Source: an optimization exercise on an open RTL-to-GDS flow (aim: small area, a short achievable clock period and few clock cycles). Production flows keep margins and buffers that such runs may drop. RTL that was checked went through simulation tests only; none was proved equivalent to the original. Function not checked in run 4: the RTL went through the layout flow alone. No activity file was given, so power comes from the tool's default toggle rates.

==> flow/constraint.sdc <==
create_clock -name core_clock -period 6.0 [get_ports {clk}]
set_input_delay 1.2000 -clock core_clock [delete_from_list [all_inputs] [get_ports {clk}]]
set_output_delay 1.2000 -clock core_clock [all_outputs]
set_load 0.01 [all_outputs]
==> flow/run.sh <==
#!/bin/bash
# synth_recipe.tcl (not shown) runs the flow's synth.tcl, then flattens the netlist and writes it again
# the make line also repeats each setting of config.mk as NAME=value (left out here)
make -C /OpenROAD-flow-scripts/flow DESIGN_CONFIG=/design/flow/config.mk WORK_HOME=/design/flow/orfs CLKGATE_MAP_FILE= SYNTH_SCRIPT=/design/flow/synth_recipe.tcl finish
==> flow/design.v <==
module alu(output reg [7:0] y,
           input      [7:0] a,
           input      [7:0] b,
           input      [1:0] op
          );
    always @(*) begin
        case (op)
            2'b00:   y = a + b;
            2'b01:   y = ~(a & b);
            2'b10:   y = {7'b0, a < b};
            default: y = b;
        endcase
    end
endmodule
module shiftregs(output [7:0] data_out,
                 output [7:0] v0,        
                 input  [4:0] raddr,
                 input  [4:0] waddr,
                 input  [7:0] data_in,
                 input        enable,
                 input        clk,
                 input        rst
                );
    wire [7:0] q [0:31];
    wire [7:0] wd0  = rst ? 8'h00 : data_in;
    wire [7:0] wdsp = rst ? 8'hFF : data_in;
    genvar i;
    generate
        for (i = 0; i < 32; i = i + 1) begin : r
            reg [7:0] d;
            always @(posedge clk)
                if (rst | (enable & (waddr == i)))
                    d <= (i == 29) ? wdsp : wd0;
            assign q[i] = d;
        end
    endgenerate
    assign data_out = q[raddr];
    assign v0 = q[1];
endmodule
module processor(input            clk,
                 input            rst,         
                 output [7:0]     mem_addr,
                 output           mem_we,
                 output [7:0]     mem_wdata,
                 input  [7:0]     mem_rdata,   
                 output           halted,
                 output [7:0]     v0
                );
    reg  [7:0] ar;         
    reg        mv;         
    reg  [7:0] ir;         
    reg        xv;         
    reg  [7:0] acc;
    reg  [7:0] b;          
    reg  [4:0] rw;         
    reg  [1:0] opw;        
    reg        wv;         
    reg        we_q;
    reg  [7:0] wd_q;
    reg        d1;         
    reg        ld1, ld2;   
    reg        halt_q;
    wire [2:0] op = ir[7:5];
    wire [4:0] ri = ir[4:0];
    wire       ex = xv & ~halt_q;
    wire [7:0] rr, wres;
    wire       wen = wv & ~halt_q;
    shiftregs regfile(rr, v0, ri, rw, wres, wen, clk, rst);
    alu wb(wres, acc, b, opw);
    wire [7:0] rv = (wv & (rw == ri)) ? wres : rr;
    wire is_acm  = (op == 3'd0);
    wire is_acmi = (op == 3'd1);
    wire is_bnz  = (op == 3'd4);
    wire is_lw   = (op == 3'd7);
    wire is_sw   = (op == 3'd6);
    wire wr_op   = (op == 3'd2) | (op == 3'd3) | (op == 3'd5);
    wire taken = ex & is_bnz & (|acc);
    wire memop = ex & op[2] & op[1];
    wire [7:0] pcx1 = ar - 8'd1;    
    wire halt_set = wv & ~halt_q & (rw == 5'd31) & (|wres);
    assign mem_addr  = ar;
    assign mem_we    = we_q;
    assign mem_wdata = wd_q;
    assign halted    = halt_q;
    always @(posedge clk) begin
        ir   <= mem_rdata;
        wd_q <= rv;
        b    <= ld2 ? mem_rdata : (ex & (is_bnz | memop)) ? pcx1 : rv;
        opw  <= ld2 ? 2'b11 : {op[2], op[2] ^ op[0]};
        if (xv) rw <= ri;
        if (rst) begin
            ar     <= 8'd0;
            mv     <= 1'b0;
            xv     <= 1'b0;
            acc    <= 8'd0;
            wv     <= 1'b0;
            we_q   <= 1'b0;
            d1     <= 1'b0;
            ld1    <= 1'b0;
            ld2    <= 1'b0;
            halt_q <= 1'b0;
        end else begin
            ar     <= d1 ? b : taken ? rv : memop ? acc : ar + 8'd1;
            mv     <= ~(taken | memop | d1);
            xv     <= mv & ~(taken | memop);
            if (ex & is_acm)  acc <= rv;
            if (ex & is_acmi) acc <= {{3{ri[4]}}, ri};
            wv     <= (ex & (wr_op | taken)) | ld2;
            we_q   <= ex & is_sw & ~halt_set;
            d1     <= memop;
            ld1    <= memop & is_lw;
            ld2    <= ld1;
            halt_q <= halt_q | halt_set;
        end
    end
endmodule
==> flow/config.mk <==
export PLATFORM = sky130hd
export DESIGN_NAME = processor
export DESIGN_NICKNAME = processor
export VERILOG_FILES = /design/flow/design.v
export SDC_FILE = /design/flow/constraint.sdc
export NUM_CORES = 4
export LEC_CHECK = 0
export CAP_MARGIN = 20
export CORE_MARGIN = 2
export CORE_UTILIZATION = 40
export SLEW_MARGIN = 20
==> results of run 1 <==
==> cell usage after synthesis, types with 11 or more instances <==
cell type / n
buf_2: 13
nor3_1: 21
nor2_1: 61
nand2_1: 73
ha_1: 18
nor2b_1: 14
inv_1: 23
clkbuf_1: 41
nor4_1: 11
dfxtp_1: 50
edfxtp_1: 261
o21ai_0: 41
nand3_1: 56
a21oi_1: 21
a22oi_1: 24
nand4_1: 25
a31oi_1: 12
o31ai_1: 13
and3_1: 43
a211oi_1: 13
a32oi_1: 36
==> how the worst max path moves through the flow <==
stage,from,to
CTS,ir[2],acc[0]
finish,ir[3],ar[6]
detailed placement,rst,regfile.r[1].d[7]
floorplan,b[4],regfile.r[0].d[7]
global route,b[3],we_q
global placement,rst,regfile.r[10].d[5]
==> worst max-delay path: cells and delay by family, from the launching register on <==
family | cells | cell delay, ns
flops | 1 | 0.79
simple gates | 4 | 1.32
compound gates | 3 | 1.11
buf+inv | 1 | 0.25
==> routing by layer <==
metal	routed length, µm	global-route usage
met2	18900	0.362
met3	4920	0.0525
met5	0	0
met1	18100	0.355
met4	1860	0.0965
==> cells in the final DEF (no fill, tap or decap), types with 7 or more instances in the layout <==
master | netlist | final
a2111oi_0 | 10 | 10
o21ai_0 | 41 | 36
nand2_1 | 73 | 73
nand3b_1 | 8 | 8
nor2b_1 | 14 | 12
buf_4 | 0 | 27
dfxtp_1 | 50 | 50
o31ai_1 | 13 | 10
clkinv_1 | 0 | 7
a22oi_1 | 24 | 24
clkdlybuf4s50_1 | 0 | 35
clkbuf_1 | 41 | 9
xnor2_1 | 9 | 9
nor3_1 | 21 | 21
a31oi_1 | 12 | 12
or3_1 | 7 | 7
a21oi_1 | 21 | 21
nand3_1 | 56 | 56
a211oi_1 | 13 | 13
ha_1 | 18 | 18
and3_1 | 43 | 43
nand4_1 | 25 | 25
a221o_1 | 7 | 7
edfxtp_1 | 261 | 261
nand2b_1 | 10 | 10
inv_1 | 23 | 23
xor2_1 | 9 | 9
nor4_1 | 11 | 11
nor2_1 | 61 | 53
a32oi_1 | 36 | 36
clkbuf_16 | 0 | 31
==> kinds of logic after synthesis <==
kind of cell / Yosys count / synth area share
adder cells (fa/ha/maj): 19 / 0.0184
multiplexers: 11 / 0.00871
flip-flops: 311 / 0.661
AO/OA/AOI/OAI: 231 / 0.128
AND/OR/NAND/NOR: 365 / 0.144
XOR/XNOR: 18 / 0.0118
buffers and inverters: 86 / 0.0276
==> where the power goes <==
part	leakage (nW)	switching, W	total, W	internal (W)
Combinational	1.94	0.000371	0.000541	0.000170
Clock	0.498	0.000819	0.00198	0.00116
Sequential	3.07	0.000115	0.00271	0.00259
==> registers in the layout, summed over array words and instances (netlist names) <==
signal and count:
opw 2, rw 5, xv 1, ld2 1, halt_q 1, d1 1, ld1 1, regfile.r.d 256
ir 8, wd_q 8, wv 1, mv 1, b 8, acc 8, we_q 1, ar 8
==> layout make-up <==
class,count,area (µm²),area share
inverter,23,86.3,0.00564
tap,442,553,0.0361
clock inverter,18,210,0.0137
sequential,311,8840,0.578
multi-input combinational,644,4250,0.278
timing repair buffer,62,553,0.0361
clock buffer,40,810,0.0529
==> stage by stage <==
| stage | cell area [µm²] | utilization | setup WS (ns) | hold slack, ns |
|---|---|---|---|---|
| final | 15300 | 0.468 | 2.39 | 0.451 |
| after global routing | 15300 | 0.468 | 2.08 | 0.462 |
| after CTS | 15300 | 0.468 | 2.49 | 0.454 |
| after detailed placement | 14300 | 0.437 | 2.28 | 0.436 |
| after global placement | 14200 | 0.436 | 2.28 | 0.419 |
| after floorplan | 13400 | - | 3.08 | 0.403 |
==> flow_metrics.tcl, run 1 <==
set metrics [dict create \
    reg2reg_from "ir[3]" \
    num_rows 66 \
    n_fill_cell 2960 \
    first_pass_iters 5 \
    nNetsFinal 1102 \
    worstReg2RegEnd "ar[6]" \
    min_to "ld2" \
    drive_above_1_share 0.0956 \
    postSynthAreaPerCell_um2 12.8 \
    viasPerCell 6.30 \
    total_power_w 0.00523 \
    drc 0 \
    place_inst 1482 \
    finClkSkew_ns 0.0177 \
    die_w_um 187 \
    yosys.area.top_type "edfxtp_1" \
    max_stage_delay_ns 0.79 \
    synthCells 1041 \
    path_cells "and3b_1 > buf_4 > and3_1 > a2111oi_0 > nand3_1 > nor4_1 > o22ai_1 > a221o_1" \
    hp-class "reg2reg" \
    cts_sinks 311 \
    synth.distinct_cells 73 \
    syn_nets 1070 \
    initial_utilization 0.409 \
    htreeDepth 1 \
    clock_path_buffers 3 \
    worst_pin_slew_ns 1.09 \
    path_clk_slew_ns 0.06 \
    worst_setup_path_start_kind "flop" \
    synth_ff_type "edfxtp_1" \
    async_flop_share 0 \
    setup_tns_ns 0 \
    ys_warn_count 3 \
    status "finished clean" \
    dr.first_iter.drc_count 1339 \
    core_area_um2 32700 \
    static-leakage-power_nw 5.51 \
    synth_edf_count 261 \
    diodes 0 \
    die_h_um 187 \
    reg2reg_depth 8 \
    hold_viol 0 \
    cts_hold_buf 0 \
    final_max_slew_viol_count 0 \
    crit_fanout 24 \
    post_cts_buffers 0 \
    fmax_ghz 0.277 \
    synthTopCellsByArea "edfxtp_1 59%, dfxtp_1 7.5%, a32oi_1 2.4%" \
    num_vias 9702 \
    grt_pass1_vias 9116 \
    insertion_delay_ns 0.57 \
    critPathRequiredTime_ns 6.45 \
    grt_overflow 0 \
    syn2layout_area_growth_pct 14.5 \
    ir_worst_vdd_v 0.000237 \
    power_density_nw_per_um2 342 \
    antenna_found_initial 1 \
    die_area_um2 34900 \
    portBuffers 35 \
    wl_per_cell_um 28.4 \
    maxCapViolCount 0 \
    drt_wl_total_um 43800 \
    r2r_slack_ns 2.39 \
    finalCritPeriodShare 0.602 \
    fin_crit_ns 3.61 \
    cts_tree "done" \
    grtUsageTotal 0.246 \
    synth-seq-area-share 0.661 \
    grt_pass1_wl_um 63900 \
    ios 36 \
    setup_viol 0 \
    antenna_left 0 \
    hpwl_um 29700 \
    cts_buffers 31 \
    yosysTopAreaCellShare 0.587 \
    grt_max_degree 33 \
    ctsResizeCount 0 \
    critPathCaptureType "flop" \
    hold_path_depth 1 \
    root_buffer "clkbuf_16" \
    instances_no_fill 1540 \
    slowest_stage "dfxtp_1" \
    synth_area_um2 13400 \
    cp.arrival_ns 4.06 \
    rsz0062_at_grt "no" \
    synth.ff_latch_count 311 \
    path_class "reg2reg" \
    gp_congestion 1.02 \
    min-delay-start "ld1" \
    maxSlewHeadroom 0.266 \
]
Testbench counts, summed over its fixed seeds: cycles 33,942.
==> inputs of run 2 (changes only) <==
--- a/flow/config.mk
+++ b/flow/config.mk
@@ -10,2 +10,3 @@
 export CORE_UTILIZATION = 40
+export SETUP_SLACK_MARGIN = 3.2
 export SLEW_MARGIN = 20
==> flow_metrics.tcl, run 2 <==
set metrics [dict create \
    synth.ff_latch_count 311 \
    synth-seq-area-share 0.661 \
    clock_power_share 0.362 \
    power_density_nw_per_um2 326 \
    hpwl_um 29800 \
    wl_per_cell_um 28.5 \
    dr.first_iter.drc_count 1488 \
    synthTopCellsByCount "261 x edfxtp_1, 73 x nand2_1, 61 x nor2_1" \
    slowest_stage "or3_4" \
    path_cells "bufbuf_16 > and3b_2 > and3_1 > a2111oi_1 > nand4_1 > or3_4 > or2_1 > a32o_1" \
    maxSlewHeadroom 0.344 \
    synth.distinct_cells 73 \
    maxCapViolCount 0 \
    yosys.area.top_type "edfxtp_1" \
    num_rows 66 \
    sequentialPowerShare 0.517 \
    hp-class "reg2reg" \
    nNetsFinal 1147 \
    final_max_slew_viol_count 0 \
    ys_warn_count 3 \
    hold_viol 0 \
    fin_hold_ws_ns 0.437 \
    synthCells 1041 \
    pwr-share-comb 0.121 \
    worst_pin_slew_ns 0.982 \
    die_area_um2 34900 \
    ios 36 \
    syn2layout_area_growth_pct 20.9 \
    drt_wl_total_um 45200 \
    netSwitchingPower_w 0.00138 \
    grt_overflow 0 \
    portBuffers 35 \
    synth_ff_type "edfxtp_1" \
    worst_setup_path_start_kind "flop" \
    core_area_um2 32700 \
    fmax_ghz 0.352 \
    synth_area_um2 13400 \
    root_buffer "clkbuf_16" \
    die_w_um 187 \
    setup_tns_ns 0 \
    async_flop_share 0 \
    yosysTopAreaCellShare 0.587 \
    layout_commonest_cell "edfxtp_1" \
    max_stage_delay_ns 0.43 \
    status "finished clean" \
    drc 0 \
    finClkSkew_ns 0.0197 \
    fin_area_um2 16100 \
    critPathCaptureType "flop" \
    cts_sinks 311 \
    rsz0062_at_grt "yes" \
    cts_buffers 31 \
    r2r_slack_ns 3.16 \
    path_clk_slew_ns 0.07 \
    synth_edf_count 261 \
    p_sw_frac 0.262 \
    instances_no_fill 1585 \
    grtUsageTotal 0.252 \
    viasPerCell 6.28 \
    top_register "regfile.r.d" \
    finalCritPeriodShare 0.474 \
    path_class "reg2reg" \
    place_inst 1483 \
    utilization 0.494 \
    postSynthAreaPerCell_um2 12.8 \
    clock_path_buffers 3 \
    cp.arrival_ns 3.30 \
    first_pass_iters 5 \
    gp_congestion 1.01 \
    multi_input_area_um2 4610 \
    critPathRequiredTime_ns 6.46 \
    dpl_cell_area_um2 14300 \
    n_fill_cell 2916 \
    grt_pass1_wl_um 65200 \
    htreeDepth 1 \
    insertion_delay_ns 0.58 \
    syn_nets 1070 \
    synthTopCellsByArea "edfxtp_1 59%, dfxtp_1 7.5%, a32oi_1 2.4%" \
    power.internal_w 0.00388 \
    ir_worst_vdd_v 0.000221 \
    setup_viol 0 \
    cts_tree "done" \
    grt_pass1_vias 9356 \
    grt_max_degree 34 \
    crit_fanout 12 \
    synth.most_common_cell "edfxtp_1" \
    diodes 0 \
    static-leakage-power_nw 5.82 \
    antenna_left 0 \
    largest_reg_flops 256 \
    initial_utilization 0.409 \
    num_vias 9954 \
    antenna_found_initial 0 \
    die_h_um 187 \
    drive_above_1_share 0.201 \
    fin_crit_ns 2.84 \
    area.sequential_um2 8890 \
    final_cell_mix "261 x edfxtp_1, 73 x nand2_1, 53 x nand3_1" \
]
run 2: through the flow:
step / worst slack [ns] / total power, W
3_5_place_dp: 2.37 / 0.00328
2_1_floorplan: 3.27 / 0.00300
5_1_grt: 3.13 / 0.00540
6_report: 3.16 / 0.00526
3_3_place_gp: 2.39 / 0.00327
4_1_cts: 3.04 / 0.00520
run 2: final timing paths:
kind / from / endpoint / cells past startpoint
setup reg to reg: ir[3] / acc[0] / 8
hold / removal: ld1 / ld2 / 1
setup / recovery: ir[3] / acc[0] / 8
hold reg to reg: ld1 / ld2 / 1
run 2: final cells by class:
cell class	count	share of cell area
multi-input combinational	646	0.286
clock buffer	39	0.0505
tap	442	0.0342
timing repair inverter	1	0.000465
timing repair buffer	104	0.0632
inverter	23	0.00558
clock inverter	19	0.00984
sequential	311	0.550
run 2: power groups by stage:
stage,clock [W],sequential [W],combinational [W]
after detailed placement,0,0.00275,0.000525
after floorplan,0,0.00270,0.000297
after CTS,0.00191,0.00271,0.000577
after global routing,0.00199,0.00273,0.000677
final,0.00190,0.00272,0.000638
after global placement,0,0.00275,0.000519
run 2: cell families after synthesis:
group,Yosys count,synth area share
flops,311,0.661
mux,11,0.00871
buf+inv,86,0.0276
fa+ha+maj,19,0.0184
xor+xnor,18,0.0118
simple gates,365,0.144
compound gates,231,0.128
run 2: worst max-delay path, delay by kind of cell (launching register included):
family / cells / cell delay, ns
flip-flops: 1 / 0.39
buffers and inverters: 1 / 0.29
AND/OR/NAND/NOR: 5 / 1.43
AO/OA/AOI/OAI: 2 / 0.63
run 2: per-layer routing:
layer  vias up  routed length (µm)  global-route usage
met3       103                5330              0.0540
met4         0                1690              0.0800
met1      4931               18500               0.364
met5         -                   0             0.00137
li1       4244                   -                   -
met2       676               19700               0.380
run 2: timing repair:
action                                 4_1_cts  5_1_grt
buffers inserted                             6       33
setup endpoints to repair                  223      389
pin swaps                                   11       19
gates cloned                                 5        0
hold buffers                                 0        0
endpoints found under the hold margin        0        0
resized for setup                           82       54
==> inputs of run 3 (changes only) <==
--- a/flow/config.mk
+++ b/flow/config.mk
@@ -10,2 +10,5 @@
 export CORE_UTILIZATION = 40
+export CTS_BUF_LIST = sky130_fd_sc_hd__clkbuf_16
+export CTS_CLUSTER_DIAMETER = 100
+export CTS_CLUSTER_SIZE = 22
 export SETUP_SLACK_MARGIN = 3.2
==> flow_metrics.tcl, run 3 <==
set metrics [dict create \
    nNetsFinal 1144 \
    min-delay-start "ld1" \
    path_clk_slew_ns 0.09 \
    synthAdderAreaFrac 0.0184 \
    hold_path_depth 1 \
    drc 0 \
    instances_no_fill 1563 \
    drive_above_1_share 0.191 \
    rsz0062_at_grt "yes" \
    initial_utilization 0.409 \
    maxCapViolCount 0 \
    top_register "regfile.r.d" \
    cts_sinks 311 \
    slowest_stage "dfxtp_1" \
    layout_commonest_cell "edfxtp_1" \
    critPathRequiredTime_ns 6.40 \
    path_depth 9 \
    postSynthAreaPerCell_um2 12.8 \
    viasPerCell 6.35 \
    fmax_ghz 0.355 \
    syn2layout_area_growth_pct 18.3 \
    area.sequential_um2 8870 \
    reg2reg_from "b[2]" \
    power_density_nw_per_um2 296 \
    r2r_slack_ns 3.18 \
    cts_buffers 18 \
    synth_ff_type "edfxtp_1" \
    reg2reg_depth 9 \
    grt_pass1_wl_um 64700 \
    clock_path_buffers 3 \
    grtUsageTotal 0.251 \
    cp.arrival_ns 3.22 \
    final_cell_mix "261 x edfxtp_1, 69 x nand2_1, 59 x buf_4" \
    multi_input_area_um2 4610 \
    path_class "reg2reg" \
    path_buf_inv 1 \
    num_rows 66 \
    portBuffers 35 \
    synth.ff_latch_count 311 \
    critPathCaptureType "flop" \
    syn_nets 1070 \
    die_area_um2 34900 \
    finalCritPeriodShare 0.470 \
    path_cells "inv_1 > ha_1 > nor2b_2 > a211oi_2 > mux2_2 > nor2_4 > and4b_1 > nand4_1 > a2111oi_2" \
    hp-class "reg2reg" \
    fin_crit_ns 2.82 \
    insertion_delay_ns 0.54 \
    ys_warn_count 3 \
    htreeDepth 1 \
    diodes 0 \
    fin_area_um2 15800 \
    dr.first_iter.drc_count 1499 \
    hpwl_um 29800 \
    synth-simple-area-share 0.144 \
    yosys.area.top_type "edfxtp_1" \
    static-leakage-power_nw 5.68 \
    synth.distinct_cells 73 \
    status "finished clean" \
    ir_worst_vdd_v 0.000235 \
    grt_overflow 0 \
    synth-xor-area-share 0.0118 \
    worstReg2RegEnd "we_q" \
    synthCells 1041 \
    min_to "ld2" \
    antenna_found_initial 0 \
    synthTopCellsByCount "261 x edfxtp_1, 73 x nand2_1, 61 x nor2_1" \
    synth-seq-area-share 0.661 \
    cts_hold_buf 0 \
    core_area_um2 32700 \
    synth_compound_area_frac 0.128 \
    worst_pin_slew_ns 0.973 \
    synth_edf_count 261 \
    dpl_cell_area_um2 14300 \
    n_fill_cell 2929 \
    worst_setup_path_start_kind "flop" \
    ios 36 \
    antenna_left 0 \
    place_inst 1483 \
    crit_family "simple AND/OR/NAND/NOR gates" \
    fin_hold_ws_ns 0.443 \
    setup_tns_ns 0 \
    drt_wl_total_um 45300 \
    wl_per_cell_um 29.0 \
    synth_area_um2 13400 \
    synth_top_family_by_area "simple AND/OR/NAND/NOR gates" \
    synthMuxAreaShare 0.00871 \
    root_buffer "clkbuf_16" \
    die_h_um 187 \
    maxSlewHeadroom 0.346 \
    die_w_um 187 \
    gp_congestion 1.01 \
    crit_fanout 5 \
    synth.most_common_cell "edfxtp_1" \
    synthTopCellsByArea "edfxtp_1 59%, dfxtp_1 7.5%, a32oi_1 2.4%" \
    setup_viol 0 \
    finClkSkew_ns 0.0263 \
    largest_reg_flops 256 \
    async_flop_share 0 \
    num_vias 9925 \
    hold_viol 0 \
    grt_pass1_vias 9272 \
    first_pass_iters 6 \
    cts_tree "done" \
    max_stage_delay_ns 0.47 \
    yosysTopAreaCellShare 0.587 \
    final_max_slew_viol_count 0 \
    grt_max_degree 34 \
]
[run 3: changes by cell type in the layout (fill, tap and decap cells not counted), sizes merged]
cell      delta
clkinvlp     -4
clkinv      -12
and2         +1
buf          +9
bufbuf       -1
inv          +5
clkbuf      -18
bufinv       -2
[run 3: worst max path at each step]
stage | start | endpoint
finish | b[2] | we_q
global placement | ir[0] | ar[7]
detailed placement | ir[0] | acc[7]
global route | b[0] | we_q
floorplan | rst | regfile.r[0].d[4]
CTS | rst | regfile.r[27].d[6]
[run 3: through the flow]
stage	worst slack (ns)	util	power, W
after global placement	2.39	0.436	0.00327
after CTS	3.15	0.466	0.00462
final	3.18	0.483	0.00468
after global routing	3.11	0.483	0.00481
after detailed placement	2.37	0.436	0.00328
after floorplan	3.27	-	0.00300
[run 3: report_power, final]
group	internal [W]	total (W)	switching [W]
sequential	0.00259	0.00271	0.000120
clock	0.000605	0.00132	0.000713
combinational	0.000240	0.000653	0.000414
total	0.00344	0.00468	0.00125
[run 3: repair_timing]
item,CTS,global route
setup buffers,15,34
endpoints found under the hold margin,0,0
pin swaps,12,13
gates resized for setup,79,50
cloned,3,2
endpoints found under the setup margin,271,239
[run 3: cell type report]
class                           instances  share of cell area
Timing Repair inverter                  1            0.000475
Inverter                               23             0.00570
Multi-Input combinational cell        647               0.292
Clock inverter                          6             0.00222
Clock buffer                           20              0.0317
Tap cell                              442              0.0350
Sequential cell                       311               0.562
Timing Repair Buffer                  113              0.0719
[run 3: metal layers]
layer / GRT usage / share of wire / vias to the layer above
met5: 0 / 0 / -
met4: 0.0867 / 0.042 / 0
met3: 0.0649 / 0.13 / 119
met2: 0.376 / 0.43 / 700
met1: 0.353 / 0.40 / 4895
li1: - / - / 4211
[run 3: cells by family (layout without fill, tap and decap cells)]
logic type                 Yosys count  in the layout
AOI/OAI and AO/OA                  231            231
buffers and inverters               86            163
xor gates and xnor gates            18             18
muxes                               11             11
adders and majority gates           19             19
and+or+nand+nor                    365            368
DFF                                311            311
==> inputs of run 4 (changes only) <==
--- a/flow/design.v
+++ b/flow/design.v
@@ -62,5 +62,11 @@
     reg        halt_q;
+    reg  [7:0] pm, px;     
+    reg        mp, xp;     
+    reg        bv;         
+    reg  [7:0] btb_pc, btb_tgt;
+    reg        chk;        
     wire [2:0] op = ir[7:5];
     wire [4:0] ri = ir[4:0];
-    wire       ex = xv & ~halt_q;
+    wire       mis = chk & (wd_q != btb_tgt);
+    wire       ex = xv & ~halt_q & ~mis;
     wire [7:0] rr, wres;
@@ -76,5 +82,9 @@
     wire wr_op   = (op == 3'd2) | (op == 3'd3) | (op == 3'd5);
-    wire taken = ex & is_bnz & (|acc);
+    wire anz   = |acc;
+    wire taken = ex & is_bnz & anz & ~xp;                  
+    wire ptake = ex & is_bnz & anz & xp;                   
     wire memop = ex & op[2] & op[1];
-    wire [7:0] pcx1 = ar - 8'd1;    
+    wire seqfx = ex & xp & ~(is_bnz & anz) & ~memop;       
+    wire [7:0] pcx1 = px + 8'd1;
+    wire hit   = bv & (ar == btb_pc);
     wire halt_set = wv & ~halt_q & (rw == 5'd31) & (|wres);
@@ -90,2 +100,12 @@
         if (xv) rw <= ri;
+        pm   <= ar;
+        px   <= pm;
+        mp   <= hit;
+        xp   <= mp;
+        if (taken) begin
+            btb_pc  <= px;
+            btb_tgt <= rv;
+        end else if (mis) begin
+            btb_tgt <= wd_q;
+        end
         if (rst) begin
@@ -101,9 +121,14 @@
             halt_q <= 1'b0;
+            bv     <= 1'b0;
+            chk    <= 1'b0;
         end else begin
-            ar     <= d1 ? b : taken ? rv : memop ? acc : ar + 8'd1;
-            mv     <= ~(taken | memop | d1);
-            xv     <= mv & ~(taken | memop);
+            ar     <= d1 ? b : mis ? wd_q : taken ? rv : seqfx ? pcx1 :
+                      memop ? acc : hit ? btb_tgt : ar + 8'd1;
+            mv     <= ~(mis | taken | seqfx | memop | d1);
+            xv     <= mv & ~(mis | taken | seqfx | memop);
+            if (taken) bv <= 1'b1;
+            chk    <= ptake;
             if (ex & is_acm)  acc <= rv;
             if (ex & is_acmi) acc <= {{3{ri[4]}}, ri};
-            wv     <= (ex & (wr_op | taken)) | ld2;
+            wv     <= (ex & (wr_op | (is_bnz & anz))) | ld2;
             we_q   <= ex & is_sw & ~halt_set;
--- a/flow/config.mk
+++ b/flow/config.mk
@@ -10,5 +10,2 @@
 export CORE_UTILIZATION = 40
-export CTS_BUF_LIST = sky130_fd_sc_hd__clkbuf_16
-export CTS_CLUSTER_DIAMETER = 100
-export CTS_CLUSTER_SIZE = 22
 export SETUP_SLACK_MARGIN = 3.2
==> flow_metrics.tcl, run 4 <==
set metrics [dict create \
    area.sequential_um2 9750 \
    synthCells 1098 \
    synthTopCellsByCount "277 x edfxtp_1, 75 x nor2_1, 70 x dfxtp_1" \
    final_max_slew_viol_count 0 \
    cts_hold_buf 0 \
    viasPerCell 6.19 \
    worst_setup_path_start_kind "flop" \
    cts_buffers 37 \
    first_pass_iters 6 \
    root_buffer "clkbuf_16" \
    htreeDepth 2 \
    yosysTopAreaCellShare 0.573 \
    path_clk_slew_ns 0.06 \
    insertion_delay_ns 0.54 \
    die_w_um 194 \
    cp-endpoint "ar[4]" \
    reg2reg_depth 10 \
    power_density_nw_per_um2 342 \
    path_buf_inv 2 \
    antenna_left 0 \
    finalCritPeriodShare 0.481 \
    status "finished clean" \
    clock_power_share 0.389 \
    drc 0 \
    maxSlewHeadroom 0.296 \
    ys_warn_count 3 \
    initial_utilization 0.407 \
    die_area_um2 37800 \
    busiest_layer "met2" \
    diodes 0 \
    fin_hold_ws_ns 0.323 \
    grtUsageTotal 0.240 \
    grt_max_degree 47 \
    path_depth 10 \
    synth_area_um2 14500 \
    setup_tns_ns 0 \
    crit_family "simple AND/OR/NAND/NOR gates" \
    rsz0062_at_grt "yes" \
    cts_sinks 347 \
    portBuffers 35 \
    finClkSkew_ns 0.0162 \
    critPathCaptureType "flop" \
    wl_per_cell_um 28.3 \
    synthTopCellsByArea "edfxtp_1 57%, dfxtp_1 9.7%, a22oi_1 2.4%" \
    gp_congestion 1.02 \
    multi_input_area_um2 4870 \
    cp.arrival_ns 3.31 \
    fmax_ghz 0.346 \
    synth.distinct_cells 75 \
    drive_above_1_share 0.182 \
    setup_viol 0 \
    cts_tree "done" \
    synth_edf_count 277 \
    async_flop_share 0 \
    r2r_slack_ns 3.11 \
    syn_nets 1127 \
    num_vias 10207 \
    crit_fanout 17 \
    preCtsSetupSlack_ns 2.30 \
    die_h_um 194 \
    worst_slack_ns 3.11 \
    n_fill_cell 3137 \
    clock_path_buffers 3 \
    path_class "reg2reg" \
    worst_pin_slew_ns 1.05 \
    power.internal_w 0.00443 \
    core_area_um2 35700 \
    slowest_stage "nor4_4" \
    syn2layout_area_growth_pct 19.1 \
    dr.first_iter.drc_count 1522 \
    drt_wl_total_um 46600 \
    max_stage_delay_ns 0.46 \
    postSynthAreaPerCell_um2 13.2 \
    synth.ff_latch_count 347 \
    met3_usage 0.0522 \
    critPathRequiredTime_ns 6.42 \
    static-leakage-power_nw 6.20 \
    hpwl_um 30500 \
    nNetsFinal 1188 \
    yosys.area.top_type "edfxtp_1" \
    met2_usage 0.390 \
    hold_viol 0 \
    maxCapViolCount 0 \
    synth-seq-area-share 0.670 \
    grt_pass1_vias 9741 \
    fin_crit_ns 2.89 \
    top_register "regfile.r.d" \
    layout_commonest_cell "edfxtp_1" \
    reg2reg_from "ir[4]" \
    worstReg2RegEnd "ar[4]" \
    p_sw_frac 0.252 \
    grt_overflow 0 \
    synth.most_common_cell "edfxtp_1" \
    hp-class "reg2reg" \
    ir_worst_vdd_v 0.000270 \
    sequentialPowerShare 0.506 \
    path_cells "buf_8 > nor2b_2 > buf_4 > and3_1 > a2111oi_4 > nand4_1 > nor4_4 > o22ai_4 > a221oi_2 > o21ai_1" \
    utilization 0.485 \
    grt_pass1_wl_um 66600 \
    largest_reg_flops 256 \
    setup.worst_path.start "ir[4]" \
    synth_ff_type "edfxtp_1" \
    ios 36 \
    num_rows 69 \
    grtUsageMet1 0.314 \
    antenna_found_initial 1 \
    pwr-share-comb 0.105 \
    final_cell_mix "277 x edfxtp_1, 63 x nand2_1, 56 x nor2_1" \
    netSwitchingPower_w 0.00149 \
]
-- run 4: worst min path at each step --
stage | depth (start not counted) | startpoint | end
after floorplan | 0 | pm[0] | px[0]
after global placement | 0 | pm[3] | px[3]
after detailed placement | 0 | pm[7] | px[7]
after CTS | 0 | pm[3] | px[3]
after global routing | 0 | pm[2] | px[2]
final | 0 | pm[3] | px[3]
-- run 4: what timing repair did --
action / CTS / global route
cloned: 1 / 1
setup buffers: 1 / 16
pin swaps: 2 / 10
endpoints found under the setup margin: 186 / 221
gates resized for setup: 64 / 44
-- run 4: kinds of logic after synthesis --
family	synth area share
compound gates	0.131
xor+xnor	0.0229
fa+ha+maj	0.0169
buf+inv	0.0259
flops	0.670
mux	0.0126
simple gates	0.121
-- run 4: layout make-up --
cell class | instances | share of cell area
clock inverters | 16 | 0.00927
flip-flops and latches | 347 | 0.564
well taps | 461 | 0.0334
inverters | 30 | 0.00666
repair buffers | 77 | 0.0429
multi-input cells | 666 | 0.282
clock buffers | 51 | 0.0617
-- run 4: routing by layer --
| metal | part of all wire | vias up |
|---|---|---|
| met3 | 0.092 | 138 |
| met5 | 0 | - |
| met4 | 0.045 | 0 |
| met2 | 0.46 | 575 |
| li1 | - | 4405 |
| met1 | 0.40 | 5089 |
-- run 4: metrics by stage --
stage | std cells | area [µm²] | power (W)
final | 1648 | 17300 | 0.00592
after global routing | 1648 | 17300 | 0.00609
after CTS | 1631 | 16900 | 0.00588
after detailed placement | 1562 | 15400 | 0.00357
after global placement | 1562 | 15400 | 0.00356
after floorplan | 1098 | 14500 | 0.00329
-- run 4: power by group through the flow --
stage                     combinational [W]  clock, W  sequential [W]
final                              0.000624   0.00230         0.00299
after detailed placement           0.000533         0         0.00303
after global placement             0.000527         0         0.00303
after floorplan                    0.000306         0         0.00298
after global routing               0.000659   0.00242         0.00301
after CTS                          0.000565   0.00232         0.00299
==> inputs of run 5 (changes only) <==
--- a/flow/design.v
+++ b/flow/design.v
@@ -16,3 +16,4 @@
                  output [7:0] v0,        
-                 input  [4:0] raddr,
+                 input  [3:0] rsel_hi,   
+                 input  [7:0] rsel_lo,   
                  input  [4:0] waddr,
@@ -36,3 +37,10 @@
     endgenerate
-    assign data_out = q[raddr];
+    reg [7:0] rd;
+    integer k;
+    always @(*) begin
+        rd = 8'h00;
+        for (k = 0; k < 32; k = k + 1)
+            rd = rd | ({8{rsel_hi[k / 8] & rsel_lo[k % 8]}} & q[k]);
+    end
+    assign data_out = rd;
     assign v0 = q[1];
@@ -51,2 +59,4 @@
     reg  [7:0] ir;         
+    reg  [3:0] sel_hi;     
+    reg  [7:0] sel_lo;     
     reg        xv;         
@@ -62,6 +72,6 @@
     reg        halt_q;
-    reg  [7:0] pm, px;     
+    reg  [7:0] pm;         
     reg        mp, xp;     
     reg        bv;         
-    reg  [7:0] btb_pc, btb_tgt;
+    reg  [7:0] btb_nx, btb_tgt;    
     reg        chk;        
@@ -73,3 +83,3 @@
     wire       wen = wv & ~halt_q;
-    shiftregs regfile(rr, v0, ri, rw, wres, wen, clk, rst);
+    shiftregs regfile(rr, v0, sel_hi, sel_lo, rw, wres, wen, clk, rst);
     alu wb(wres, acc, b, opw);
@@ -87,4 +97,5 @@
     wire seqfx = ex & xp & ~(is_bnz & anz) & ~memop;       
-    wire [7:0] pcx1 = px + 8'd1;
-    wire hit   = bv & (ar == btb_pc);
+    wire [7:0] pcx1 = xp ? btb_nx : pm;
+    wire [7:0] ar1  = ar + 8'd1;
+    wire hit   = bv & (ar1 == btb_nx);
     wire halt_set = wv & ~halt_q & (rw == 5'd31) & (|wres);
@@ -96,2 +107,4 @@
         ir   <= mem_rdata;
+        sel_hi <= 4'b0001 << mem_rdata[4:3];
+        sel_lo <= 8'b0000_0001 << mem_rdata[2:0];
         wd_q <= rv;
@@ -101,3 +114,2 @@
         pm   <= ar;
-        px   <= pm;
         mp   <= hit;
@@ -105,3 +117,3 @@
         if (taken) begin
-            btb_pc  <= px;
+            btb_nx  <= pm;
             btb_tgt <= rv;
@@ -125,3 +137,3 @@
             ar     <= d1 ? b : mis ? wd_q : taken ? rv : seqfx ? pcx1 :
-                      memop ? acc : hit ? btb_tgt : ar + 8'd1;
+                      memop ? acc : hit ? btb_tgt : ar1;
             mv     <= ~(mis | taken | seqfx | memop | d1);
--- a/flow/config.mk
+++ b/flow/config.mk
@@ -7,2 +7,3 @@
 export LEC_CHECK = 0
+export ABC_AREA = 1
 export CAP_MARGIN = 20
@@ -10,2 +11,5 @@
 export CORE_UTILIZATION = 40
+export CTS_BUF_LIST = sky130_fd_sc_hd__clkbuf_16
+export CTS_CLUSTER_DIAMETER = 100
+export CTS_CLUSTER_SIZE = 22
 export SETUP_SLACK_MARGIN = 3.2
==> flow_metrics.tcl, run 5 <==
set metrics [dict create \
    ios 36 \
    synth_top_family_by_area "simple AND/OR/NAND/NOR gates" \
    cts_buffers 19 \
    grt_pass1_wl_um 68600 \
    postSynthAreaPerCell_um2 9.95 \
    worstReg2RegEnd "regfile.r[20].d[1]" \
    finalCritPeriodShare 0.492 \
    max_stage_delay_ns 0.92 \
    final_cell_mix "431 x nand2_1, 277 x edfxtp_1, 223 x inv_1" \
    power_density_nw_per_um2 291 \
    finClkSkew_ns 0.0253 \
    core_area_um2 37500 \
    maxSlewHeadroom 0.197 \
    crit_fanout 31 \
    reg2reg_depth 6 \
    static-leakage-power_nw 7.12 \
    drive_above_1_share 0.0804 \
    cts_tree "done" \
    yosys.area.top_type "edfxtp_1" \
    power.internal_w 0.00360 \
    cts_hold_buf 0 \
    syn_nets 1552 \
    drt_wl_total_um 47000 \
    status "finished clean" \
    drc 0 \
    utilization 0.449 \
    nNetsFinal 1595 \
    antenna_left 0 \
    hpwl_um 34000 \
    cp-endpoint "regfile.r[20].d[1]" \
    gp_congestion 1.02 \
    path_clk_slew_ns 0.10 \
    yosysTopAreaCellShare 0.549 \
    die_w_um 199 \
    clock_path_buffers 3 \
    worst_setup_path_start_kind "flop" \
    antenna_found_initial 0 \
    ys_warn_count 3 \
    netSwitchingPower_w 0.00129 \
    portBuffers 35 \
    cp.arrival_ns 3.12 \
    num_vias 11164 \
    synthTopCellsByArea "edfxtp_1 55%, nand2_1 11%, dfxtp_1 9.8%" \
    grt_pass1_vias 10580 \
    slowest_stage "nor2_4" \
    path_class "reg2reg" \
    layout_commonest_cell "nand2_1" \
    grt_max_degree 41 \
    htreeDepth 1 \
    reg2reg_from "b[0]" \
    final_max_slew_viol_count 0 \
    maxCapViolCount 0 \
    synth.most_common_cell "nand2_1" \
    die_area_um2 39500 \
    grtUsageTotal 0.239 \
    largest_reg_flops 256 \
    first_pass_iters 6 \
    setup.worst_path.start "b[0]" \
    r2r_slack_ns 3.05 \
    synth-seq-area-share 0.646 \
    num_rows 71 \
    setup_viol 0 \
    synth.ff_latch_count 351 \
    synth-simple-area-share 0.192 \
    hp-class "reg2reg" \
    synthMuxAreaShare 0.000660 \
    setup_tns_ns 0 \
    wl_per_cell_um 22.5 \
    synth.distinct_cells 45 \
    async_flop_share 0 \
    root_buffer "clkbuf_16" \
    cts_sinks 351 \
    critPathCaptureType "flop" \
    dr.first_iter.drc_count 1427 \
    path_cells "ha_1 > fa_1 > nand2_1 > o211ai_1 > o21ai_0 > nor2_4" \
    diodes 0 \
    synth_compound_area_frac 0.0721 \
    hold_viol 0 \
    synth-xor-area-share 0.00578 \
    top_register "regfile.r.d" \
    synthTopCellsByCount "432 x nand2_1, 277 x edfxtp_1, 211 x inv_1" \
    die_h_um 199 \
    synth_area_um2 15200 \
    synthAdderAreaFrac 0.0154 \
    p_sw_frac 0.263 \
    fin_crit_ns 2.95 \
    insertion_delay_ns 0.54 \
    clock_power_share 0.279 \
    ir_worst_vdd_v 0.000236 \
    pwr-share-comb 0.111 \
    sequentialPowerShare 0.610 \
    grt_overflow 0 \
    synth_ff_type "edfxtp_1" \
    synth_edf_count 277 \
    rsz0062_at_grt "yes" \
    synthCells 1524 \
    fmax_ghz 0.339 \
    viasPerCell 5.34 \
    initial_utilization 0.404 \
    syn2layout_area_growth_pct 11.0 \
    critPathRequiredTime_ns 6.17 \
    worst_pin_slew_ns 1.20 \
]
[run 5: power by group through the flow]
stage | clock network (W) | logic, W | registers (W)
after floorplan | 0 | 0.000289 | 0.00299
after global placement | 0 | 0.000523 | 0.00304
after detailed placement | 0 | 0.000528 | 0.00304
after CTS | 0.00138 | 0.000530 | 0.00298
after global routing | 0.00146 | 0.000588 | 0.00300
final | 0.00136 | 0.000543 | 0.00299
[run 5: timing repair]
| action | CTS | global route |
|---|---|---|
| buffers inserted | 0 | 0 |
| gates resized for setup | 9 | 47 |
| endpoints found under the hold margin | 0 | 0 |
| setup endpoints to repair | 15 | 355 |
[run 5: critical path: cells and delay by family (launching register included)]
family | cells | cell delay (ns)
and+or+nand+nor | 2 | 0.98
adders and majority gates | 2 | 0.81
AOI/OAI and AO/OA | 2 | 0.40
DFF | 1 | 0.38
[run 5: kinds of logic after synthesis]
family	count (synthesis)
compound gates	178
xor+xnor	10
fa+ha+maj	18
buf+inv	272
flops	351
mux	1
simple gates	694
[run 5: stage by stage]
stage | cell area (µm²) | setup slack [ns] | hold slack, ns | cells | total power (W)
after global routing | 16800 | 3.05 | 0.345 | 2091 | 0.00505
final | 16800 | 3.05 | 0.336 | 2091 | 0.00489
after global placement | 16100 | 2.66 | 0.312 | 2054 | 0.00356
after floorplan | 15200 | 3.29 | 0.310 | 1524 | 0.00328
after detailed placement | 16100 | 2.59 | 0.321 | 2054 | 0.00357
after CTS | 16700 | 3.20 | 0.336 | 2088 | 0.00489
[run 5: final cells by class]
class                   instances  area, µm²
clock buffers                  19        475
clock inverters                15       61.3
fillers                      3615      20700
inverters                     247        927
multi-input cells             901       4460
flip-flops and latches        351       9820
well taps                     511        639
repair buffers                 47        447
[run 5: worst min-delay path by stage]
stage                     from  depth (start not counted)  end
after CTS                   mp                          0   xp
after detailed placement    mp                          0   xp
final                       mp                          0   xp
after global placement      mp                          0   xp
after global routing        mp                          0   xp
after floorplan             mp                          0   xp
[run 5: routing by layer]
metal | global-route usage | up-vias | routed length, µm
met4 | 0.0755 | 0 | 1520
met1 | 0.338 | 5367 | 19900
li1 | - | 5150 | -
met3 | 0.0363 | 84 | 4170
met2 | 0.380 | 563 | 21400
met5 | 0 | - | 0
Testbench counts of run 5, summed over its fixed seeds: cycles 30,572.
==> inputs of run 6 (changes only) <==
--- a/flow/config.mk
+++ b/flow/config.mk
@@ -7,3 +7,2 @@
 export LEC_CHECK = 0
-export ABC_AREA = 1
 export CAP_MARGIN = 20
@@ -14,3 +13,3 @@
 export CTS_CLUSTER_SIZE = 22
-export SETUP_SLACK_MARGIN = 3.2
+export SETUP_SLACK_MARGIN = 3.5
 export SLEW_MARGIN = 20
==> flow_metrics.tcl, run 6 <==
set metrics [dict create \
    min-delay-start "mp" \
    root_buffer "clkbuf_16" \
    setup_tns_ns 0 \
    grt_pass1_wl_um 64100 \
    portBuffers 35 \
    layout_commonest_cell "edfxtp_1" \
    clock_path_buffers 3 \
    worst_setup_path_start_kind "flop" \
    die_h_um 195 \
    slowest_stage "fa_2" \
    largest_reg_flops 256 \
    critPathCaptureType "flop" \
    rsz0062_at_grt "yes" \
    path_class "reg2reg" \
    critPathRequiredTime_ns 6.45 \
    num_vias 10018 \
    grtUsageTotal 0.229 \
    antenna_left 0 \
    diodes 0 \
    wl_per_cell_um 27.2 \
    first_pass_iters 7 \
    path_clk_slew_ns 0.10 \
    drt_wl_total_um 44400 \
    path_cells "ha_4 > fa_2 > nor2b_4 > o21a_1 > a2111oi_4 > xor2_1 > a21oi_2 > buf_6 > buf_6 > a21oi_4 > nand2_2 > a31oi_2" \
    instances_no_fill 1633 \
    cts_sinks 351 \
    path_common_cell "buf_6" \
    hp-class "reg2reg" \
    min_to "xp" \
    fmax_ghz 0.375 \
    viasPerCell 6.13 \
    cts_buffers 19 \
    static-leakage-power_nw 6.11 \
    worst_slack_ns 3.34 \
    r2r_slack_ns 3.34 \
    gp_congestion 0.905 \
    antenna_found_initial 3 \
    fin_crit_ns 2.66 \
    maxCapViolCount 0 \
    synth_edf_count 277 \
    ios 36 \
    yosys.area.top_type "edfxtp_1" \
    ir_worst_vdd_v 0.000164 \
    reg2reg_from "b[0]" \
    grt_pass1_vias 9484 \
    grt_max_degree 77 \
    postSynthAreaPerCell_um2 13.3 \
    drc 0 \
    hpwl_um 28100 \
    ys_warn_count 3 \
    hold_path_depth 0 \
    synthTopCellsByArea "edfxtp_1 57%, dfxtp_1 10%, a22oi_1 3.8%" \
    synth.distinct_cells 78 \
    syn2layout_area_growth_pct 17.9 \
    grt_overflow 0 \
    worst_pin_slew_ns 0.784 \
    synth_ff_type "edfxtp_1" \
    synth-seq-area-share 0.675 \
    place_inst 1546 \
    fin_area_um2 17100 \
    setup_viol 0 \
    crit_family "compound AO/OA/AOI/OAI gates" \
    async_flop_share 0 \
    hold_viol 0 \
    syn_nets 1119 \
    die_area_um2 37900 \
    reg2reg_depth 12 \
    status "finished clean" \
    synth.most_common_cell "edfxtp_1" \
    preCtsSetupSlack_ns 2.54 \
    yosysTopAreaCellShare 0.573 \
    cts_hold_buf 0 \
    drive_above_1_share 0.218 \
    num_rows 69 \
    final_cell_mix "277 x edfxtp_1, 69 x nand2_1, 69 x a22oi_1" \
    core_area_um2 35700 \
    finClkSkew_ns 0.0199 \
    die_w_um 195 \
    maxSlewHeadroom 0.476 \
    top_register "regfile.r.d" \
    htreeDepth 1 \
    path_buf_inv 2 \
    synth_area_um2 14500 \
    synthTopCellsByCount "277 x edfxtp_1, 74 x a22oi_1, 74 x dfxtp_1" \
    max_stage_delay_ns 0.40 \
    cts_tree "done" \
    final_max_slew_viol_count 0 \
    nNetsFinal 1187 \
    power_density_nw_per_um2 297 \
    dpl_cell_area_um2 15400 \
    finalCritPeriodShare 0.444 \
    worstReg2RegEnd "ar[6]" \
    insertion_delay_ns 0.54 \
    initial_utilization 0.407 \
    crit_fanout 4 \
    synthCells 1091 \
    synth.ff_latch_count 351 \
    dr.first_iter.drc_count 1358 \
    cp.arrival_ns 3.12 \
]
-- run 6: cell count changes after synthesis, sizes merged, moves of 18 or more --
cell and delta:
nand2 -366, nor2 -61, a222oi +26, nand4 -29, inv -212, buf +30, a21oi +33, nand3 -35
a22oi +74, xor2 +18, o21ai -53
-- run 6: what timing repair did --
action / CTS / global route
endpoints found under the setup margin: 330 / 211
cloned: 4 / 1
gates resized for setup: 173 / 53
pin swaps: 33 / 28
buffers inserted: 26 / 22
-- run 6: logic make-up after synthesis --
family	share of synthesized area
fa+ha+maj	0.0160
xor+xnor	0.0196
mux	0.0149
simple gates	0.0926
compound gates	0.153
buf+inv	0.0295
flops	0.675
-- run 6: worst register-to-register path, stage by stage, from the launching register on --
cell	delay [ns]
dfxtp_4	0.37
ha_4	0.16
fa_2	0.40
nor2b_4	0.14
o21a_1	0.20
a2111oi_4	0.22
xor2_1	0.20
a21oi_2	0.11
buf_6	0.15
buf_6	0.12
a21oi_4	0.25
nand2_2	0.12
a31oi_2	0.15
-- run 6: layout make-up --
type	instances	area, µm²
flip-flops and latches	351	9880
repair buffers	109	1060
clock buffers	19	475
fillers	3106	18500
inverters	35	145
well taps	461	577
multi-input cells	643	4930
clock inverters	15	61.3
-- run 6: worst max path at each step --
stage / start / end / slack, ns / cells after the start
finish: b[0] / ar[6] / 3.34 / 12
global route: b[0] / acc[6] / 3.26 / 12
CTS: b[0] / we_q / 3.35 / 10
detailed placement: b[1] / regfile.r[7].d[7] / 2.54 / 9
global placement: b[1] / regfile.r[3].d[7] / 2.69 / 9
floorplan: b[1] / regfile.r[0].d[7] / 3.26 / 9
-- run 6: metal layers --
layer	vias up	share of wire	global-route usage
met5	-	0.00036	0
met3	101	0.094	0.0467
met1	5058	0.43	0.327
met2	494	0.44	0.349
li1	4363	-	-
met4	2	0.035	0.0758
-- run 6: metrics by stage --
stage               power [W]  hold slack (ns)  utilization
finish                0.00508            0.336        0.480
global route          0.00524            0.338        0.480
CTS                   0.00504            0.336        0.469
detailed placement    0.00361            0.313        0.431
global placement      0.00360            0.313        0.430
floorplan             0.00334            0.310            -
-- run 6: report_power, final --
| part | leakage [nW] | total (W) | internal, W | switching, W |
|---|---|---|---|---|
| Sequential | 3.43 | 0.00300 | 0.00288 | 0.000121 |
| Combinational | 2.37 | 0.000723 | 0.000275 | 0.000448 |
| Clock | 0.313 | 0.00135 | 0.000583 | 0.000770 |
==> inputs of run 7 (changes only) <==
--- a/flow/config.mk
+++ b/flow/config.mk
@@ -13,3 +13,3 @@
 export CTS_CLUSTER_SIZE = 22
-export SETUP_SLACK_MARGIN = 3.5
+export SETUP_SLACK_MARGIN = 3.8
 export SLEW_MARGIN = 20
==> flow_metrics.tcl, run 7 <==
set metrics [dict create \
    reg2reg_depth 10 \
    final_cell_mix "277 x edfxtp_1, 98 x buf_4, 71 x a22oi_1" \
    worst_setup_path_start_kind "flop" \
    synth.ff_latch_count 351 \
    yosys.area.top_type "edfxtp_1" \
    wl_per_cell_um 28.1 \
    static-leakage-power_nw 6.86 \
    crit_fanout 3 \
    core_area_um2 35700 \
    reg2reg_from "b[0]" \
    drive_above_1_share 0.348 \
    critPathCaptureType "flop" \
    grt_pass1_vias 10325 \
    antenna_left 0 \
    top_register "regfile.r.d" \
    ios 36 \
    syn2layout_area_growth_pct 30.6 \
    htreeDepth 1 \
    gp_congestion 0.876 \
    async_flop_share 0 \
    root_buffer "clkbuf_16" \
    synth_area_um2 14500 \
    n_fill_cell 2921 \
    r2r_slack_ns 3.39 \
    critPathRequiredTime_ns 6.43 \
    setup_viol 0 \
    die_area_um2 37900 \
    synth.distinct_cells 78 \
    fin_area_um2 19000 \
    maxSlewHeadroom 0.511 \
    path_clk_slew_ns 0.10 \
    portBuffers 35 \
    min_to "xp" \
    num_rows 69 \
    drt_wl_total_um 49100 \
    maxCapViolCount 0 \
    synth_ff_type "edfxtp_1" \
    finClkSkew_ns 0.0125 \
    synth-seq-area-share 0.675 \
    cts_tree "done" \
    yosysTopAreaCellShare 0.573 \
    ys_warn_count 3 \
    hpwl_um 28200 \
    dr.first_iter.drc_count 1604 \
    postSynthAreaPerCell_um2 13.3 \
    synthTopCellsByArea "edfxtp_1 57%, dfxtp_1 10%, a22oi_1 3.8%" \
    instances_no_fill 1750 \
    hold_viol 0 \
    synth_edf_count 277 \
    insertion_delay_ns 0.53 \
    fin_crit_ns 2.61 \
    hold_path_depth 0 \
    setup_tns_ns 0 \
    num_vias 10727 \
    largest_reg_flops 256 \
    min-delay-start "mp" \
    worstReg2RegEnd "we_q" \
    hp-class "reg2reg" \
    initial_utilization 0.407 \
    power_density_nw_per_um2 281 \
    cts_sinks 351 \
    antenna_found_initial 0 \
    diodes 0 \
    final_max_slew_viol_count 0 \
    cts_buffers 19 \
    syn_nets 1119 \
    dpl_cell_area_um2 15500 \
    first_pass_iters 6 \
    synthTopCellsByCount "277 x edfxtp_1, 74 x a22oi_1, 74 x dfxtp_1" \
    cp.arrival_ns 3.04 \
    die_h_um 195 \
    grtUsageTotal 0.247 \
    viasPerCell 6.13 \
    place_inst 1541 \
    fmax_ghz 0.383 \
    path_class "reg2reg" \
    ir_worst_vdd_v 0.000207 \
    grt_max_degree 75 \
    finalCritPeriodShare 0.435 \
    grt_pass1_wl_um 68700 \
    drc 0 \
    cts_hold_buf 0 \
    synthCells 1091 \
    layout_commonest_cell "edfxtp_1" \
    clock_path_buffers 3 \
    synth.most_common_cell "edfxtp_1" \
    grt_overflow 0 \
    die_w_um 195 \
    rsz0062_at_grt "yes" \
    status "finished clean" \
    worst_pin_slew_ns 0.732 \
    nNetsFinal 1304 \
]
==> run 7: through the flow <==
step / total power [W] / utilization / hold slack (ns) / setup WS, ns
3_3_place_gp: 0.00362 / 0.434 / 0.312 / 2.87
4_1_cts: 0.00519 / 0.501 / 0.345 / 3.41
3_5_place_dp: 0.00364 / 0.434 / 0.323 / 2.87
6_report: 0.00534 / 0.532 / 0.346 / 3.39
2_1_floorplan: 0.00336 / - / 0.310 / 3.57
5_1_grt: 0.00549 / 0.532 / 0.352 / 3.31
==> run 7: metal layers <==
layer / vias to the layer above / track usage / wire length (µm)
met2: 691 / 0.396 / 23000
li1: 4613 / - / -
met5: - / 0.0128 / 65
met4: 2 / 0.0977 / 2300
met3: 147 / 0.0477 / 4760
met1: 5274 / 0.331 / 19000
==> run 7: cell families after synthesis <==
group,share of synthesized area
flip-flops,0.675
adder cells (fa/ha/maj),0.0160
multiplexers,0.0149
AO/OA/AOI/OAI,0.153
XOR/XNOR,0.0196
AND/OR/NAND/NOR,0.0926
buffers and inverters,0.0295
==> run 7: worst max path at each step <==
stage / start / endpoint / slack [ns] / depth (start not counted)
finish: b[0] / we_q / 3.39 / 10
global route: b[0] / we_q / 3.31 / 10
global placement: b[3] / we_q / 2.87 / 9
detailed placement: rst / regfile.r[20].d[1] / 2.87 / 3
floorplan: rst / regfile.r[0].d[3] / 3.57 / 3
CTS: b[0] / we_q / 3.41 / 10
==> run 7: area by class of cell <==
class,count,area (µm²),share of cell area
well taps,461,577,0.0304
repair buffers,217,2360,0.124
inverters,35,168,0.00884
flip-flops and latches,351,9920,0.523
clock inverters,15,61.3,0.00323
repair inverters,2,27.5,0.00145
multi-input cells,650,5380,0.284
clock buffers,19,475,0.0251
==> run 7: worst max-delay path, cell delays in order, from the launching register on <==
cell and delay [ns]:
dfxtp_4 0.38, ha_4 0.17, fa_2 0.34, nor2b_4 0.14
o21a_1 0.21, a2111oi_4 0.22, xor2_1 0.15, a21oi_4 0.25
and3_4 0.24, nand3_2 0.10, a2111oi_4 0.31
==> run 7: what timing repair did <==
action	in CTS	in global routing
pin swaps	63	55
endpoints found under the setup margin	597	341
resized for setup	358	103
gates cloned	10	7
setup buffers	100	58
==> run 7: power breakdown <==
part,total (W),leakage [nW],switching [W],internal (W)
registers,0.00300,3.44,0.000118,0.00288
logic,0.000981,3.11,0.000547,0.000434
clock network,0.00136,0.313,0.000776,0.000584
==> inputs of run 8 (changes only) <==
--- a/flow/config.mk
+++ b/flow/config.mk
@@ -13,3 +13,3 @@
 export CTS_CLUSTER_SIZE = 22
-export SETUP_SLACK_MARGIN = 3.8
+export SETUP_SLACK_MARGIN = 3.2
 export SLEW_MARGIN = 20
==> flow_metrics.tcl, run 8 <==
set metrics [dict create \
    status "finished clean" \
    yosysTopAreaCellShare 0.573 \
    antenna_left 0 \
    die_h_um 195 \
    hpwl_um 27400 \
    hold_viol 0 \
    core_area_um2 35700 \
    crit_fanout 9 \
    worst_setup_path_start_kind "flop" \
    die_w_um 195 \
    static-leakage-power_nw 5.68 \
    critPathRequiredTime_ns 4.80 \
    path_buf_inv 1 \
    setup_viol 0 \
    path_clk_slew_ns 0.09 \
    worst_pin_slew_ns 0.915 \
    drt_wl_total_um 42600 \
    synth_ff_type "edfxtp_1" \
    utilization 0.456 \
    yosys.area.top_type "edfxtp_1" \
    cts_hold_buf 0 \
    fin_crit_ns 2.76 \
    largest_reg_flops 256 \
    path_cells "clkdlybuf4s50_1" \
    clock_path_buffers 3 \
    power_density_nw_per_um2 305 \
    gp_congestion 0.864 \
    synth_area_um2 14500 \
    insertion_delay_ns 0.54 \
    crit_family "buffers and inverters" \
    drive_above_1_share 0.130 \
    ir_worst_vdd_v 0.000188 \
    synth-seq-area-share 0.675 \
    synth.ff_latch_count 351 \
    grt_pass1_vias 9495 \
    drc 0 \
    htreeDepth 1 \
    path_class "reg2out" \
    ios 36 \
    grt_max_degree 44 \
    diodes 0 \
    syn_nets 1119 \
    synth.distinct_cells 78 \
    cts_buffers 19 \
    wl_per_cell_um 26.8 \
    grtUsageTotal 0.223 \
    nNetsFinal 1144 \
    synthTopCellsByArea "edfxtp_1 57%, dfxtp_1 10%, a22oi_1 3.8%" \
    max_stage_delay_ns 0.58 \
    rsz0062_at_grt "yes" \
    antenna_found_initial 1 \
    grt_pass1_wl_um 62800 \
    die_area_um2 37900 \
    portBuffers 35 \
    first_pass_iters 7 \
    cts_sinks 351 \
    finalCritPeriodShare 0.460 \
    viasPerCell 6.07 \
    syn2layout_area_growth_pct 11.9 \
    fin_hold_ws_ns 0.335 \
    n_fill_cell 3237 \
    grt_overflow 0 \
    synth_edf_count 277 \
    async_flop_share 0 \
    postSynthAreaPerCell_um2 13.3 \
    final_max_slew_viol_count 0 \
    fmax_ghz 0.363 \
    critPathCaptureType "primary output" \
    hp-class "reg2reg" \
    dr.first_iter.drc_count 1445 \
    setup_tns_ns 0 \
    num_rows 69 \
    top_register "regfile.r.d" \
    synthCells 1091 \
    maxSlewHeadroom 0.389 \
    preCtsSetupSlack_ns 2.56 \
    slowest_stage "clkdlybuf4s50_1" \
    worst_slack_ns 3.24 \
    final_cell_mix "277 x edfxtp_1, 73 x a22oi_1, 71 x nand2_1" \
    ys_warn_count 3 \
    finClkSkew_ns 0.0154 \
    layout_commonest_cell "edfxtp_1" \
    initial_utilization 0.407 \
    maxCapViolCount 0 \
    synthTopCellsByCount "277 x edfxtp_1, 74 x a22oi_1, 74 x dfxtp_1" \
    cts_tree "done" \
    cp.arrival_ns 1.56 \
    num_vias 9657 \
    synth.most_common_cell "edfxtp_1" \
    root_buffer "clkbuf_16" \
]
==> run 8: cell count changes in the layout (fill, tap and decap cells not counted), moves of 18 or more <==
cell,change
clkdlybuf4s50_1,+25
dfxtp_4,-28
buf_12,-26
buf_6,-60
buf_4,-70
dfxtp_1,+18
==> run 8: area by class of cell <==
cell class / instances / area, µm² / area share
clock buffer: 19 / 475 / 0.0292
timing repair buffer: 66 / 608 / 0.0374
tap: 461 / 577 / 0.0355
clock inverter: 15 / 61.3 / 0.00377
multi-input combinational: 643 / 4570 / 0.281
inverter: 35 / 139 / 0.00854
sequential: 351 / 9830 / 0.605
==> run 8: routing by layer <==
| layer | global-route usage | share of wire |
|---|---|---|
| met4 | 0.0744 | 0.033 |
| met5 | 0 | 0 |
| met1 | 0.316 | 0.42 |
| met2 | 0.338 | 0.44 |
| met3 | 0.0524 | 0.10 |
==> run 8: per-stage QoR <==
| stage | power [W] | instances | cell area, µm² |
|---|---|---|---|
| final | 0.00497 | 1590 | 16300 |
| after global routing | 0.00513 | 1590 | 16300 |
| after CTS | 0.00496 | 1586 | 16100 |
| after detailed placement | 0.00361 | 1548 | 15400 |
| after global placement | 0.00360 | 1548 | 15400 |
| after floorplan | 0.00334 | 1091 | 14500 |
==> run 8: worst paths after layout <==
check	from	endpoint	slack (ns)	cells past startpoint
worst max register to register	b[0]	regfile.r[24].d[6]	3.26	8
worst max-delay path	ar[2]	mem_addr[2]	3.24	1
worst min register to register	mp	xp	0.33	0
worst min-delay path	mp	xp	0.33	0
==> run 8: cells by family (layout without fill, tap and decap cells) <==
group / after synthesis / after routing / share of synthesized area
AO/OA/AOI/OAI: 301 / 301 / 0.153
AND/OR/NAND/NOR: 272 / 273 / 0.0926
multiplexers: 20 / 20 / 0.0149
flip-flops: 351 / 351 / 0.675
XOR/XNOR: 31 / 31 / 0.0196
buffers and inverters: 98 / 135 / 0.0295
adder cells (fa/ha/maj): 18 / 18 / 0.0160
==> run 8: repair_timing <==
action,in CTS,in global routing
pin swaps,9,6
gates cloned,1,0
gates resized for setup,35,34
endpoints found under the setup margin,205,241
buffers inserted,3,4
==> run 8: power by group <==
group	leakage [nW]	total, W	internal [W]	switching, W
combinational	1.94	0.000613	0.000214	0.000399
sequential	3.42	0.00300	0.00288	0.000122
clock	0.313	0.00135	0.000583	0.000769
==> inputs of run 9 (changes only) <==
--- a/flow/config.mk
+++ b/flow/config.mk
@@ -9,3 +9,3 @@
 export CORE_MARGIN = 2
-export CORE_UTILIZATION = 40
+export CORE_UTILIZATION = 60
 export CTS_BUF_LIST = sky130_fd_sc_hd__clkbuf_16
@@ -13,2 +13,3 @@
 export CTS_CLUSTER_SIZE = 22
+export PLACE_DENSITY = 0.7
 export SETUP_SLACK_MARGIN = 3.2
==> flow_metrics.tcl, run 9 <==
set metrics [dict create \
    status "finished clean" \
    final_max_slew_viol_count 0 \
    hold_viol 0 \
    diodes 0 \
    cts_sinks 351 \
    synthTopCellsByCount "277 x edfxtp_1, 74 x a22oi_1, 74 x dfxtp_1" \
    cts_buffers 19 \
    grt_pass1_vias 9250 \
    hpwl_um 26700 \
    maxSlewHeadroom 0.238 \
    cts_tree "done" \
    utilization 0.681 \
    wl_per_cell_um 28.5 \
    wl_met2_um 17600 \
    wl_met3_um 5690 \
    root_buffer "clkbuf_16" \
    antenna_left 0 \
    setup_tns_ns 0 \
    die_w_um 160 \
    first_pass_iters 6 \
    crit_fanout 4 \
    nNetsFinal 1152 \
    fmax_ghz 0.359 \
    final_cell_mix "277 x edfxtp_1, 72 x a22oi_1, 71 x nand2_1" \
    finClkSkew_ns 0.0162 \
    synth.ff_latch_count 351 \
    synth.most_common_cell "edfxtp_1" \
    async_flop_share 0 \
    yosys.area.top_type "edfxtp_1" \
    met1_length_um 17100 \
    syn2layout_area_growth_pct 10.6 \
    drt_wl_total_um 41500 \
    htreeDepth 1 \
    synth-seq-area-share 0.675 \
    fin_crit_ns 2.79 \
    num_rows 56 \
    maxUsedRoutingLayer "met4" \
    critPathCaptureType "flop" \
    portBuffers 35 \
    hp-class "reg2reg" \
    finalCritPeriodShare 0.464 \
    drc 0 \
    grtUsageTotal 0.325 \
    static-leakage-power_nw 5.72 \
    viasPerCell 6.84 \
    worst_pin_slew_ns 1.14 \
    clock_path_buffers 3 \
    fin_hold_ws_ns 0.338 \
    cts_hold_buf 0 \
    maxCapViolCount 0 \
    power_density_nw_per_um2 309 \
    dr.first_iter.drc_count 1552 \
    gp_congestion 0.907 \
    postSynthAreaPerCell_um2 13.3 \
    path_clk_slew_ns 0.10 \
    top_register "regfile.r.d" \
    grt_pass1_wl_um 61200 \
    synthTopCellsByArea "edfxtp_1 57%, dfxtp_1 10%, a22oi_1 3.8%" \
    die_area_um2 25500 \
    grt_overflow 0 \
    drive_above_1_share 0.122 \
    synth_edf_count 277 \
    largest_reg_flops 256 \
    path_class "reg2reg" \
    synth.distinct_cells 78 \
    critPathRequiredTime_ns 6.43 \
    antenna_found_initial 0 \
    yosysTopAreaCellShare 0.573 \
    ios 36 \
    die_h_um 160 \
    initial_utilization 0.615 \
    insertion_delay_ns 0.54 \
    rsz0062_at_grt "yes" \
    layout_commonest_cell "edfxtp_1" \
    core_area_um2 23600 \
    ir_worst_vdd_v 0.000275 \
    num_vias 9965 \
    cp.arrival_ns 3.21 \
    synthCells 1091 \
    synth_area_um2 14500 \
    worst_setup_path_start_kind "flop" \
    grt_max_degree 45 \
    syn_nets 1119 \
    synth_ff_type "edfxtp_1" \
    ys_warn_count 3 \
    setup_viol 0 \
]
==> run 9: changes by cell type in the layout (fill, tap and decap cells not counted), moves of 2 or more <==
cell,before,now
buf_4,28,35
nor2_2,4,6
nor4_2,3,0
o21bai_1,7,10
dfxtp_2,18,12
ha_2,3,0
o21bai_2,6,3
a21oi_2,3,5
nor4_1,5,8
dfxtp_1,54,60
ha_1,13,16
==> run 9: final timing paths <==
kind / from / endpoint / slack, ns / cells after the start
worst max-delay path: b[0] / we_q / 3.21 / 10
worst min-delay path: mp / xp / 0.34 / 0
worst max register to register: b[0] / we_q / 3.21 / 10
worst min register to register: mp / xp / 0.34 / 0
==> run 9: critical path, cell delays in order, from the launching register on <==
cell and delay (ns):
dfxtp_4 0.37, ha_4 0.18, fa_2 0.35, nor2b_1 0.16, o21bai_1 0.18, a2111oi_1 0.12, nor3b_2 0.41, and4_1 0.25
and3_4 0.19, nand3_1 0.09, a2111oi_2 0.39
==> run 9: final cells by class <==
type | count | area [µm²]
Clock buffer | 19 | 475
Clock inverter | 15 | 61.3
Fill cell | 1721 | 7540
Inverter | 35 | 139
Multi-Input combinational cell | 644 | 4510
Sequential cell | 351 | 9820
Tap cell | 319 | 399
Timing Repair Buffer | 73 | 662
==> run 9: stage by stage <==
step                      area (µm²)  worst slack [ns]  instances  power [W]
after global placement         15200              2.64       1409    0.00359
after detailed placement       15200              2.58       1409    0.00360
after CTS                      15900              3.15       1453    0.00493
after global routing           16100              3.06       1456    0.00509
final                          16100              3.21       1456    0.00496
after floorplan                14500              3.21       1091    0.00334
==> run 9: cell families after synthesis <==
group | synth area share
adder cells (fa/ha/maj) | 0.0160
buffers and inverters | 0.0295
AO/OA/AOI/OAI | 0.153
flip-flops | 0.675
multiplexers | 0.0149
XOR/XNOR | 0.0196
AND/OR/NAND/NOR | 0.0926
==> run 9: where the power goes <==
group,internal [W],leakage (nW),switching (W),total (W)
clock network,0.000583,0.313,0.000758,0.00134
logic,0.000218,1.98,0.000414,0.000632
registers,0.00288,3.42,0.000113,0.00299
==> run 9: what timing repair did <==
action | CTS | global route
gates cloned | 2 | 0
endpoints found under the setup margin | 150 | 171
gates resized for setup | 29 | 26
setup buffers | 8 | 3
pin swaps | 13 | 11
==> run 9: layer usage <==
metal  vias up  GRT usage
met5         -          0
met4         0     0.0822
met3        80     0.0779
met2       692      0.463
met1      4903      0.506
li1       4290          -

==> static timing again, ports no longer ideal <==
No port has a modelled driver above. Below, the same layouts with a new extraction and two added sets of constraints. Step 1 assumes that a clkbuf_16 drives the clock port and a buf_2 every other input. Step 2 moves the port delays by t, midway between the first and last clock arrival at a register: inputs arrive t later, outputs are due t later. That takes back most of the time a late clock gives input paths. Slacks: no drivers / after step 1 / after step 2; pairs: no drivers / after step 1.
run	shift t [ns]	slack for setup (ns)	latest minus earliest clock arrival (ns)	worst register clock-pin slew, ns
run 1	0.609	2.389 / 2.389 / 2.192	0.018 / 0.018	0.07 / 0.07
run 2	0.625	3.158 / 3.158 / 2.677	0.019 / 0.020	0.07 / 0.07
run 3	0.570	3.182 / 3.182 / 2.732	0.027 / 0.027	0.10 / 0.10
run 4	0.587	3.111 / 3.111 / 2.823	0.017 / 0.017	0.07 / 0.07
run 5	0.588	3.049 / 3.049 / 2.742	0.028 / 0.028	0.10 / 0.10
run 6	0.579	3.335 / 3.335 / 3.105	0.026 / 0.026	0.10 / 0.10
run 7	0.575	3.391 / 3.391 / 3.297	0.018 / 0.018	0.10 / 0.10
run 8	0.583	3.243 / 3.188 / 2.880	0.015 / 0.015	0.10 / 0.10
run 9	0.579	3.215 / 3.182 / 2.902	0.020 / 0.020	0.10 / 0.10
After both steps setup and hold are still met in every run listed. For run 2, which loses most, drivers alone change the setup slack by 0.000 ns; drivers and shift together by -0.481 ns.
